What follows belongs to an exercise in optimizing a design on an open flow for small area; a production flow would make more cautious choices. RTL that was checked went through simulation tests only; none was proved equivalent to the original. Power is estimated from default activity; no workload was simulated.

==> trial 54: inputs <==
==> flow/design.v <==
module DE1_SoC (HEX0, HEX1, HEX2, HEX3, HEX4, HEX5, KEY, SW, GPIO_1, CLOCK_50);
    output logic [6:0]  HEX0, HEX1, HEX2, HEX3, HEX4, HEX5;
    input  logic [3:0]  KEY;
    input  logic [9:0]  SW;
    output logic [35:0] GPIO_1;
    input  logic CLOCK_50;
    logic clk, rst;
    assign clk = CLOCK_50;
    assign rst = SW[9];
    assign HEX3 = '1;
    assign HEX4 = '1;
    logic [3:0] row;
    always_ff @(posedge clk) row <= rst ? 4'd0 : row + 4'd1;
    logic kprev, push;
    always_ff @(posedge clk) kprev <= ~KEY[3];
    assign push = ~KEY[3] & ~kprev;
    logic [2:0] m7;
    logic [3:0] m13;
    logic [6:0] m109;
    logic fall, scroll, t7;
    always_ff @(posedge clk) begin
        if (rst) begin
            m7 <= 3'd0;
            m13 <= 4'd0;
            m109 <= 7'd0;
        end else begin
            m7 <= {m7[1:0], ~(m7[1] ^ m7[2])};
            m13 <= {m13[2:0], ~(m13[2] ^ m13[3] ^ (m13[1] | m13[2]))};
            m109 <= {m109[5:0], ~(m109[0] ^ m109[1] ^ m109[6] ^ (m109[4] | m109[5]))};
        end
    end
    assign t7 = (m7 == 3'b100);
    assign fall = t7 & (m109 == 7'b1000000);
    assign scroll = t7 & (m13 == 4'b1000) & (row[1:0] == 2'd3);
    logic [15:0] bird, up, down;
    assign up = {bird[14:0], 1'b0};     
    assign down = {1'b0, bird[15:1]};   
    always_ff @(posedge clk) begin
        if (rst) bird <= 16'h0400;
        else bird <= (bird & ~{16{push | fall}}) |
                     (~bird & (({16{push}} & down) | ({16{fall}} & up)));
    end
    logic [9:0] lfsr;
    always_ff @(posedge clk) lfsr <= rst ? 10'd0 : {~(lfsr[3] ^ lfsr[0]), lfsr[9:1]};
    logic [2:0] diff, count;
    logic [3:0] a;
    logic pv;   
    always_comb begin
        case (SW[2:0])
            3'd0: diff = 3'd7;
            3'd1, 3'd2, 3'd4: diff = 3'd5;
            3'd3, 3'd5, 3'd6: diff = 3'd4;
            default: diff = 3'd3;
        endcase
    end
    function automatic logic [3:0] mod9(input logic [9:0] x);
        logic [4:0] u;
        u = {2'b0, x[2:0]} + {2'b0, ~x[5:3]} + {2'b0, x[8:6]} + {4'b0, ~x[9]} + 5'd1;
        if (u >= 5'd18) u = u - 5'd18;
        else if (u >= 5'd9) u = u - 5'd9;
        mod9 = u[3:0];
    endfunction
    always_ff @(posedge clk) begin
        if (rst) begin
            count <= diff;
            pv <= 1'b0;
        end else if (scroll) begin
            pv <= (count == 3'd0);
            count <= (count == 3'd0) ? diff : count - 3'd1;
            if (count == 3'd1) a <= mod9(lfsr);
        end
    end
    logic [1:0] gp [0:3];
    logic [3:0] gc [0:3];
    logic [3:0] ne;
    genvar g;
    generate
        for (g = 0; g < 4; g++) begin : grp
            logic own, inc;
            logic [3:0] icode;
            assign ne[g] = ~(gc[g][3] & gc[g][0]);
            assign own = ne[g] & (gp[g] != 2'd0);
            if (g < 3) begin : mid
                assign inc = ne[g+1] & (gp[g+1] == 2'd0);
                assign icode = gc[g+1];
            end else begin : top
                assign inc = pv;
                assign icode = a;
            end
            always_ff @(posedge clk) begin
                if (rst) begin
                    gc[g][3] <= 1'b1;
                    gc[g][0] <= 1'b1;
                end else if (scroll) begin
                    gp[g] <= inc ? 2'd3 : gp[g] - 2'd1;
                    if (inc) gc[g] <= icode;
                    else if (!own) begin
                        gc[g][3] <= 1'b1;
                        gc[g][0] <= 1'b1;
                    end
                end
            end
        end
    endgenerate
    localparam logic [255:0] PATS = {
        16'b0000000000000000, 16'b0000000000000000, 16'b0000000000000000, 16'b0000000000000000,
        16'b0000000000000000, 16'b0000000000000000, 16'b0000000000000000, 16'b1110000011111111,
        16'b1111000001111111, 16'b1111100000111111, 16'b1111110000011111, 16'b1111111000001111,
        16'b1111111100000111, 16'b1111111110000011, 16'b1111111111000001, 16'b1111111111100000};
    function automatic logic [15:0] pipe_pat(input logic [3:0] c);
        pipe_pat = PATS[16 * c +: 16];
    endfunction
    logic on, stop_buf, incr_buf, incr_prev, incr;
    logic col2, dead;
    assign col2 = ne[0] & (gp[0] == 2'd2);
    assign dead = ((gp[0] == 2'd2) & |(pipe_pat(gc[0]) & bird)) | (bird == 16'd0);
    assign incr = incr_buf & ~incr_prev;
    always_ff @(posedge clk) begin
        incr_prev <= incr_buf;
        if (rst) begin
            on <= 1'b1;
            stop_buf <= 1'b0;
            incr_buf <= 1'b0;
        end else begin
            on <= on & ~stop_buf;
            stop_buf <= on & dead;
            incr_buf <= on & ~dead & col2;
        end
    end
    logic [3:0] d0, d1, d2;
    logic i1, i2;
    assign i1 = incr & (d0 == 4'd9);
    assign i2 = i1 & (d1 == 4'd9);
    always_ff @(posedge clk) begin
        if (rst) begin
            d0 <= 4'd0; d1 <= 4'd0; d2 <= 4'd0;
        end else begin
            if (incr) d0 <= (d0 == 4'd9) ? 4'd0 : d0 + 4'd1;
            if (i1) d1 <= (d1 == 4'd9) ? 4'd0 : d1 + 4'd1;
            if (i2) d2 <= (d2 == 4'd9) ? 4'd0 : d2 + 4'd1;
        end
    end
    localparam logic [69:0] SEGS = {7'b0010000, 7'b0000000, 7'b1111000, 7'b0000010,
        7'b0010010, 7'b0011001, 7'b0110000, 7'b0100100, 7'b1111001, 7'b1000000};
    function automatic logic [6:0] seg(input logic [3:0] d);
        seg = SEGS[7 * d +: 7];
    endfunction
    assign HEX0 = seg(d0);
    assign HEX1 = seg(d1);
    assign HEX2 = seg(d2);
    always_comb begin
        case (SW[2:0])
            3'd0: HEX5 = 7'b1111001;
            3'd1, 3'd2, 3'd4: HEX5 = 7'b0100100;
            3'd3, 3'd5, 3'd6: HEX5 = 7'b0110000;
            default: HEX5 = 7'b0011001;
        endcase
    end
    logic [15:0] green, red, ends;
    logic [1:0] sg;
    assign sg = row[3:2];
    assign green = (on & (gp[sg] == row[1:0])) ? pipe_pat(gc[sg]) : 16'd0;
    localparam logic [255:0] ENDS = {
        16'b0000000001010100, 16'b0010111001010100, 16'b0001101001111100, 16'b0011111001111000,
        16'b0000000000000100, 16'b0010101001111000, 16'b0010101000000100, 16'b0011111001111000,
        16'b0000000000000000, 16'b0001111001111000, 16'b0010000000010100, 16'b0001111001111000,
        16'b0000000000000000, 16'b0011111000110100, 16'b0010001001010100, 16'b0011111000111000};
    assign ends = ENDS[16 * row +: 16];
    assign red = on ? ((row == 4'd2) ? bird : 16'd0) : ends;
    assign GPIO_1[35:32] = row;
    genvar j;
    generate
        for (j = 0; j < 16; j++) begin : px
            assign GPIO_1[31 - j] = green[j];
            assign GPIO_1[15 - j] = red[j];
        end
    endgenerate
endmodule
==> flow/flow/run.sh <==
#!/bin/bash
# The standard layout (standard.sh), with three changes:
#  - synthesis uses flow/synth.tcl (ABC with &deepsyn, no adder extraction);
#  - each port is buffered with the smallest buffer cell;
#  - clock tree synthesis inserts no dummy loads.
set -euo pipefail
here=$(pwd)
export FLOW_ABC_SCRIPT=$here/flow/deep.abc
export BUFFER_PORTS_ARGS="-buffer_cell sky130_fd_sc_hd__buf_1"
export CTS_ARGS="-sink_clustering_enable -repair_clock_nets -dont_use_dummy_load"
sed "s#SYNTH_SCRIPT=[^ ]*#SYNTH_SCRIPT=$here/flow/synth.tcl#" standard.sh > own_standard.sh
bash own_standard.sh > standard.log 2>&1
==> flow/flow/deep.abc <==
strash
dc2
&get -n
&deepsyn -T 60
&put
dch -f
amap -m
topo
==> flow/flow/synth.tcl <==
# The standard synthesis script (synth_recipe.tcl), except that Yosys's
# extract_fa is skipped and ABC maps with flow/deep.abc (&deepsyn), so that
# all combinational logic is optimised by ABC. Registers are unchanged.
proc synth {args} { yosys synth -nofsm -noshare {*}$args }
proc extract_fa {args} { }
proc abc {args} {
  set i [lsearch -exact $args -script]
  if {$i >= 0} { lset args [expr {$i + 1}] $::env(FLOW_ABC_SCRIPT) }
  yosys abc {*}$args
}
source $::env(SCRIPTS_DIR)/synth.tcl
# left out here: clear keep_hierarchy, flatten, clean up, hide names made inside functions, write 1_2_yosys.v
==> flow/standard.sh <==
#!/bin/bash
# synth_recipe.tcl (not shown) runs the flow's synth.tcl, then flattens the netlist and writes it again
# the make line also repeats each setting of config.mk as NAME=value (left out here)
make -C /OpenROAD-flow-scripts/flow DESIGN_CONFIG=/design/flow/config.mk WORK_HOME=/design/flow/orfs CLKGATE_MAP_FILE= SYNTH_SCRIPT=/design/flow/synth_recipe.tcl "${@:-finish}"
==> flow/config.mk <==
export PLATFORM = sky130hd
export DESIGN_NAME = DE1_SoC
export DESIGN_NICKNAME = DE1_SoC
export VERILOG_FILES = /design/flow/design.v
export SDC_FILE = /design/flow/constraint.sdc
export NUM_CORES = 4
export LEC_CHECK = 0
export CAP_MARGIN = 20
export CORE_MARGIN = 2
export CORE_UTILIZATION = 85
export SLEW_MARGIN = 20
==> flow/constraint.sdc <==
create_clock -name core_clock -period 6.5 [get_ports {CLOCK_50}]
set_input_delay 1.3000 -clock core_clock [delete_from_list [all_inputs] [get_ports {CLOCK_50}]]
set_output_delay 1.3000 -clock core_clock [all_outputs]
set_load 0.01 [all_outputs]
==> trial 5 (differences from trial 54) <==
--- a/flow/flow/run.sh
+++ b/flow/flow/run.sh
@@ -8,4 +8,5 @@
 export FLOW_ABC_SCRIPT=$here/flow/deep.abc
 export BUFFER_PORTS_ARGS="-buffer_cell sky130_fd_sc_hd__buf_1"
+export SKIP_REPAIR_TIE_FANOUT=1
 export CTS_ARGS="-sink_clustering_enable -repair_clock_nets -dont_use_dummy_load"
 sed "s#SYNTH_SCRIPT=[^ ]*#SYNTH_SCRIPT=$here/flow/synth.tcl#" standard.sh > own_standard.sh
- CORE_UTILIZATION: 85 -> 70
==> metrics.yaml <==
critPathKind: "register to output port"
status: "timing/DRC/antenna clean"
die_w_microns: 83.9
initial_utilization_pct: 71.2
worst_r2r_path_depth: 10
die-height_microns: 83.9
hp-start: "incr_buf"
fmax_ghz: 0.220
cp.depth: 12
fp-row-count: 29
timing.reg2reg.setup_slack_ps: 2800
The numbers above come from trial 5.

==> metrics.yaml <==
last_stage_the_flow_got_to: "global placement without I/O"
post_synth_num_cell_types: 35
compound_cell_area_share_of_the_yosys_netlist_pct: 23.2
synth_fa_ha_area_share_pct: 0
async_flop_share_pct: 0
synth.cell_area_sq_mm: 0.00447
tool.error: "[ERROR GPL-0301] Utilization 101.988 % exceeds 100%."
die_w_microns: 76.5
status: "aborted with a tool error"
post_synthesis_register_bit_count: 93
initial_utilization_pct: 88.0
synth.yosys.seq_area_share_pct: 46.8
synth_area_per_cell_sq_um: 7.91
muxShareOfSynthArea_pct: 0
synthesis.yosys.warnings: 3
die-height_microns: 76.5
fp-row-count: 26
The numbers above come from trial 54.


========
==> run R: inputs <==
// DE1_SoC: RTL as listed in full above, without the edits since
clock: 6.5 ns
lec_check: 0
cap_margin: 20
core_margin: 2
core_utilization: 70
slew_margin: 20
standard.sh (not shown) runs the stock make flow with config.mk's settings and CLKGATE_MAP_FILE= SYNTH_SCRIPT=/design/flow/synth_recipe.tcl, a recipe that flattens the netlist after the stock synthesis.
==> flow/flow/run.sh <==
#!/bin/bash
# The standard layout (standard.sh), with three changes:
#  - synthesis uses flow/synth.tcl (ABC with &deepsyn, no adder extraction);
#  - each port is buffered with the smallest buffer cell;
#  - clock tree synthesis inserts no dummy loads.
set -euo pipefail
here=$(pwd)
export FLOW_ABC_SCRIPT=$here/flow/deep.abc
export BUFFER_PORTS_ARGS="-buffer_cell sky130_fd_sc_hd__buf_1"
export CTS_ARGS="-sink_clustering_enable -repair_clock_nets -dont_use_dummy_load"
sed "s#SYNTH_SCRIPT=[^ ]*#SYNTH_SCRIPT=$here/flow/synth.tcl#" standard.sh > own_standard.sh
bash own_standard.sh > standard.log 2>&1
==> flow/flow/deep.abc <==
strash
dc2
&get -n
&deepsyn -T 60
&put
dch -f
map -a
topo
==> flow/flow/synth.tcl <==
# The standard synthesis script (synth_recipe.tcl), except that Yosys's
# extract_fa is skipped and ABC maps with flow/deep.abc (&deepsyn), so that
# all combinational logic is optimised by ABC. Registers are unchanged.
proc synth {args} { yosys synth -nofsm -noshare {*}$args }
proc extract_fa {args} { }
proc abc {args} {
  set i [lsearch -exact $args -script]
  if {$i >= 0} { lset args [expr {$i + 1}] $::env(FLOW_ABC_SCRIPT) }
  yosys abc {*}$args
}
source $::env(SCRIPTS_DIR)/synth.tcl
# left out here: clear keep_hierarchy, flatten, clean up, hide names made inside functions, write 1_2_yosys.v
==> run X (differences from run R) <==
--- a/flow/design.v
+++ b/flow/design.v
@@ -55,9 +55,9 @@
     end
     function automatic logic [3:0] mod9(input logic [9:0] x);
-        logic [4:0] u;
-        u = {2'b0, x[2:0]} + {2'b0, ~x[5:3]} + {2'b0, x[8:6]} + {4'b0, ~x[9]} + 5'd1;
-        if (u >= 5'd18) u = u - 5'd18;
-        else if (u >= 5'd9) u = u - 5'd9;
-        mod9 = u[3:0];
+        logic signed [5:0] t;
+        t = $signed({3'b0, x[2:0]}) - $signed({3'b0, x[5:3]}) + $signed({3'b0, x[8:6]}) - $signed({5'b0, x[9]});
+        if (t < 0) t = t + 6'sd9;
+        else if (t >= 6'sd9) t = t - 6'sd9;
+        mod9 = t[3:0];
     endfunction
     always_ff @(posedge clk) begin
@@ -93,7 +93,9 @@
                     gc[g][0] <= 1'b1;
                 end else if (scroll) begin
-                    gp[g] <= inc ? 2'd3 : gp[g] - 2'd1;
-                    if (inc) gc[g] <= icode;
-                    else if (!own) begin
+                    if (own) gp[g] <= gp[g] - 2'd1;
+                    else if (inc) begin
+                        gp[g] <= 2'd3;
+                        gc[g] <= icode;
+                    end else begin
                         gc[g][3] <= 1'b1;
                         gc[g][0] <= 1'b1;
==> flow/run.sh (new file) <==
#!/bin/bash
# synth_recipe.tcl (not shown) runs the flow's synth.tcl, then flattens the netlist and writes it again
# the make line also repeats each setting of config.mk as NAME=value (left out here)
make -C /OpenROAD-flow-scripts/flow DESIGN_CONFIG=/design/flow/config.mk WORK_HOME=/design/flow/orfs CLKGATE_MAP_FILE= SYNTH_SCRIPT=/design/flow/synth_recipe.tcl finish
- CORE_UTILIZATION: 70 -> 40
removed: flow/flow/run.sh
removed: flow/flow/deep.abc
removed: flow/flow/synth.tcl
removed: flow/standard.sh
==> run B (differences from run R) <==
--- a/flow/design.v
+++ b/flow/design.v
@@ -15,22 +15,13 @@
     always_ff @(posedge clk) kprev <= ~KEY[3];
     assign push = ~KEY[3] & ~kprev;
-    logic [2:0] m7;
-    logic [3:0] m13;
-    logic [6:0] m109;
-    logic fall, scroll, t7;
+    logic [9:0] c1;
+    logic [8:0] c2;
+    logic fall, scroll;
+    assign fall = (c1 == 10'd0);
+    assign scroll = (c2 == 9'd0);
     always_ff @(posedge clk) begin
-        if (rst) begin
-            m7 <= 3'd0;
-            m13 <= 4'd0;
-            m109 <= 7'd0;
-        end else begin
-            m7 <= {m7[1:0], ~(m7[1] ^ m7[2])};
-            m13 <= {m13[2:0], ~(m13[2] ^ m13[3] ^ (m13[1] | m13[2]))};
-            m109 <= {m109[5:0], ~(m109[0] ^ m109[1] ^ m109[6] ^ (m109[4] | m109[5]))};
-        end
+        c1 <= (rst | fall) ? 10'd762 : c1 - 10'd1;
+        c2 <= (rst | scroll) ? 9'd363 : c2 - 9'd1;
     end
-    assign t7 = (m7 == 3'b100);
-    assign fall = t7 & (m109 == 7'b1000000);
-    assign scroll = t7 & (m13 == 4'b1000) & (row[1:0] == 2'd3);
     logic [15:0] bird, up, down;
     assign up = {bird[14:0], 1'b0};     
@@ -55,9 +46,9 @@
     end
     function automatic logic [3:0] mod9(input logic [9:0] x);
-        logic [4:0] u;
-        u = {2'b0, x[2:0]} + {2'b0, ~x[5:3]} + {2'b0, x[8:6]} + {4'b0, ~x[9]} + 5'd1;
-        if (u >= 5'd18) u = u - 5'd18;
-        else if (u >= 5'd9) u = u - 5'd9;
-        mod9 = u[3:0];
+        logic signed [5:0] t;
+        t = $signed({3'b0, x[2:0]}) - $signed({3'b0, x[5:3]}) + $signed({3'b0, x[8:6]}) - $signed({5'b0, x[9]});
+        if (t < 0) t = t + 6'sd9;
+        else if (t >= 6'sd9) t = t - 6'sd9;
+        mod9 = t[3:0];
     endfunction
     always_ff @(posedge clk) begin
@@ -93,7 +84,9 @@
                     gc[g][0] <= 1'b1;
                 end else if (scroll) begin
-                    gp[g] <= inc ? 2'd3 : gp[g] - 2'd1;
-                    if (inc) gc[g] <= icode;
-                    else if (!own) begin
+                    if (own) gp[g] <= gp[g] - 2'd1;
+                    else if (inc) begin
+                        gp[g] <= 2'd3;
+                        gc[g] <= icode;
+                    end else begin
                         gc[g][3] <= 1'b1;
                         gc[g][0] <= 1'b1;
==> flow/run.sh (new file) <==
#!/bin/bash
# synth_recipe.tcl (not shown) runs the flow's synth.tcl, then flattens the netlist and writes it again
# the make line also repeats each setting of config.mk as NAME=value (left out here)
make -C /OpenROAD-flow-scripts/flow DESIGN_CONFIG=/design/flow/config.mk WORK_HOME=/design/flow/orfs CLKGATE_MAP_FILE= SYNTH_SCRIPT=/design/flow/synth_recipe.tcl finish
- ABC_AREA: not set -> 1
- CORE_UTILIZATION: 70 -> 40
removed: flow/flow/run.sh
removed: flow/flow/deep.abc
removed: flow/flow/synth.tcl
removed: flow/standard.sh
==> run C (differences from run R) <==
--- a/flow/design.v
+++ b/flow/design.v
@@ -55,9 +55,9 @@
     end
     function automatic logic [3:0] mod9(input logic [9:0] x);
-        logic [4:0] u;
-        u = {2'b0, x[2:0]} + {2'b0, ~x[5:3]} + {2'b0, x[8:6]} + {4'b0, ~x[9]} + 5'd1;
-        if (u >= 5'd18) u = u - 5'd18;
-        else if (u >= 5'd9) u = u - 5'd9;
-        mod9 = u[3:0];
+        logic signed [5:0] t;
+        t = $signed({3'b0, x[2:0]}) - $signed({3'b0, x[5:3]}) + $signed({3'b0, x[8:6]}) - $signed({5'b0, x[9]});
+        if (t < 0) t = t + 6'sd9;
+        else if (t >= 6'sd9) t = t - 6'sd9;
+        mod9 = t[3:0];
     endfunction
     always_ff @(posedge clk) begin
==> notes <==
Fmax, lowest first: run C, run X, run R, run B. Final area: run B > run X > run C > run R. Run B completed with no timing, DRC or antenna violations. Run C completed without violations. Run X went through all stages and came out clean. Run R finished with timing, DRC and antenna clean. In run B the clock-buffer cell count is higher than in run C, by 3. Synthesized cell count: run R is lower than run B (about 24%). Between run C and run B, the lower clock power is in run C (gap about 44%, measured against run B). Against run X, the wire length of run B is larger by 5.9%. Against run X, the non-clock buffer count of run C is lower by 3. Hold slack: run C > run R > run B > run X.
==> figures <==
item                                                                                                 run B           run C           run R           run X
Status                                                                                      finished clean  finished clean  finished clean  finished clean
Adder-cell share of the synthesized area                                                            0.0956               0               0           0.108
Number of global-route vias before repair                                                            4,617           3,926           3,957           4,236
Worst path slowest cell                                                                    clkdlybuf4s50_1         dfxtp_1         dfxtp_1         dfxtp_2
Internal Power                                                                                      987 uW          819 uW          812 uW          978 uW
Length of routed met3 wiring                                                                        443 um          664 um          690 um          529 um
Worst path buffer plus inverter count                                                                    3               4               4               1
Post-CTS clock slew at the launch and capture registers of the worst setup and hold paths            70 ps           70 ps           90 ps           60 ps
Post-DR vias/cell                                                                                     4.77            5.76            5.57            5.29
Layout Cells excl Fill                                                                               1,088             783             785             871
Starting density of the core                                                                         0.406           0.727           0.725           0.407
Clock share of power                                                                                 0.391           0.257           0.263           0.406
Top cell by count, worst path                                                              clkdlybuf4s50_1               -          nor2_1               -
Setup slack at placement                                                                           2290 ps         2490 ps         2710 ps         2050 ps
Fraction of area in multi-input gates                                                                0.450           0.406           0.399           0.470
Number of nets in the finished design                                                                  955             723             725             746
Final-layout non-clock buffer area share                                                            0.0972          0.0524          0.0528           0.107
No functional check of the RTL was part of run X, run B and run C.

-- static timing again, ports no longer ideal --
Ports are ideal in the flow. The routed layouts listed here were re-timed in OpenROAD.
Step 1 (the two cells are an assumption about what drives the block):
set clk [get_ports {CLOCK_50}]
set_driving_cell -lib_cell sky130_fd_sc_hd__clkbuf_16 $clk
set_driving_cell -lib_cell sky130_fd_sc_hd__buf_2 [delete_from_list [all_inputs] $clk]
Step 2, shift: input delay + t, output delay - t, t = (earliest + latest rising clock arrival at the registers) / 2. This alone moves slack from input paths to output paths.
a / b / c = ideal ports / drivers / drivers and shift; a / b = the first two.
| run | t (ns) | slack for setup (ns) | slew at the worst register clock pin (ns) | cell pins on the clock port's net |
|---|---|---|---|---|
| trial 5 | 0.371 | 1.964 / 1.935 / 2.306 | 0.09 / 0.09 | 1 |
| run R | 0.378 | 2.192 / 2.163 / 2.541 | 0.09 / 0.09 | 1 |
| run X | 0.383 | 2.078 / 2.036 / 2.256 | 0.06 / 0.06 | 1 |
| run B | 0.394 | 2.294 / 2.274 / 2.274 | 0.07 / 0.07 | 1 |
| run C | 0.371 | 2.037 / 2.009 / 2.381 | 0.10 / 0.10 | 1 |
After both steps setup and hold are still met in every run listed. The setup slack of run B, which loses most, moves by -0.020 ns with the drivers and by -0.020 ns with both steps.
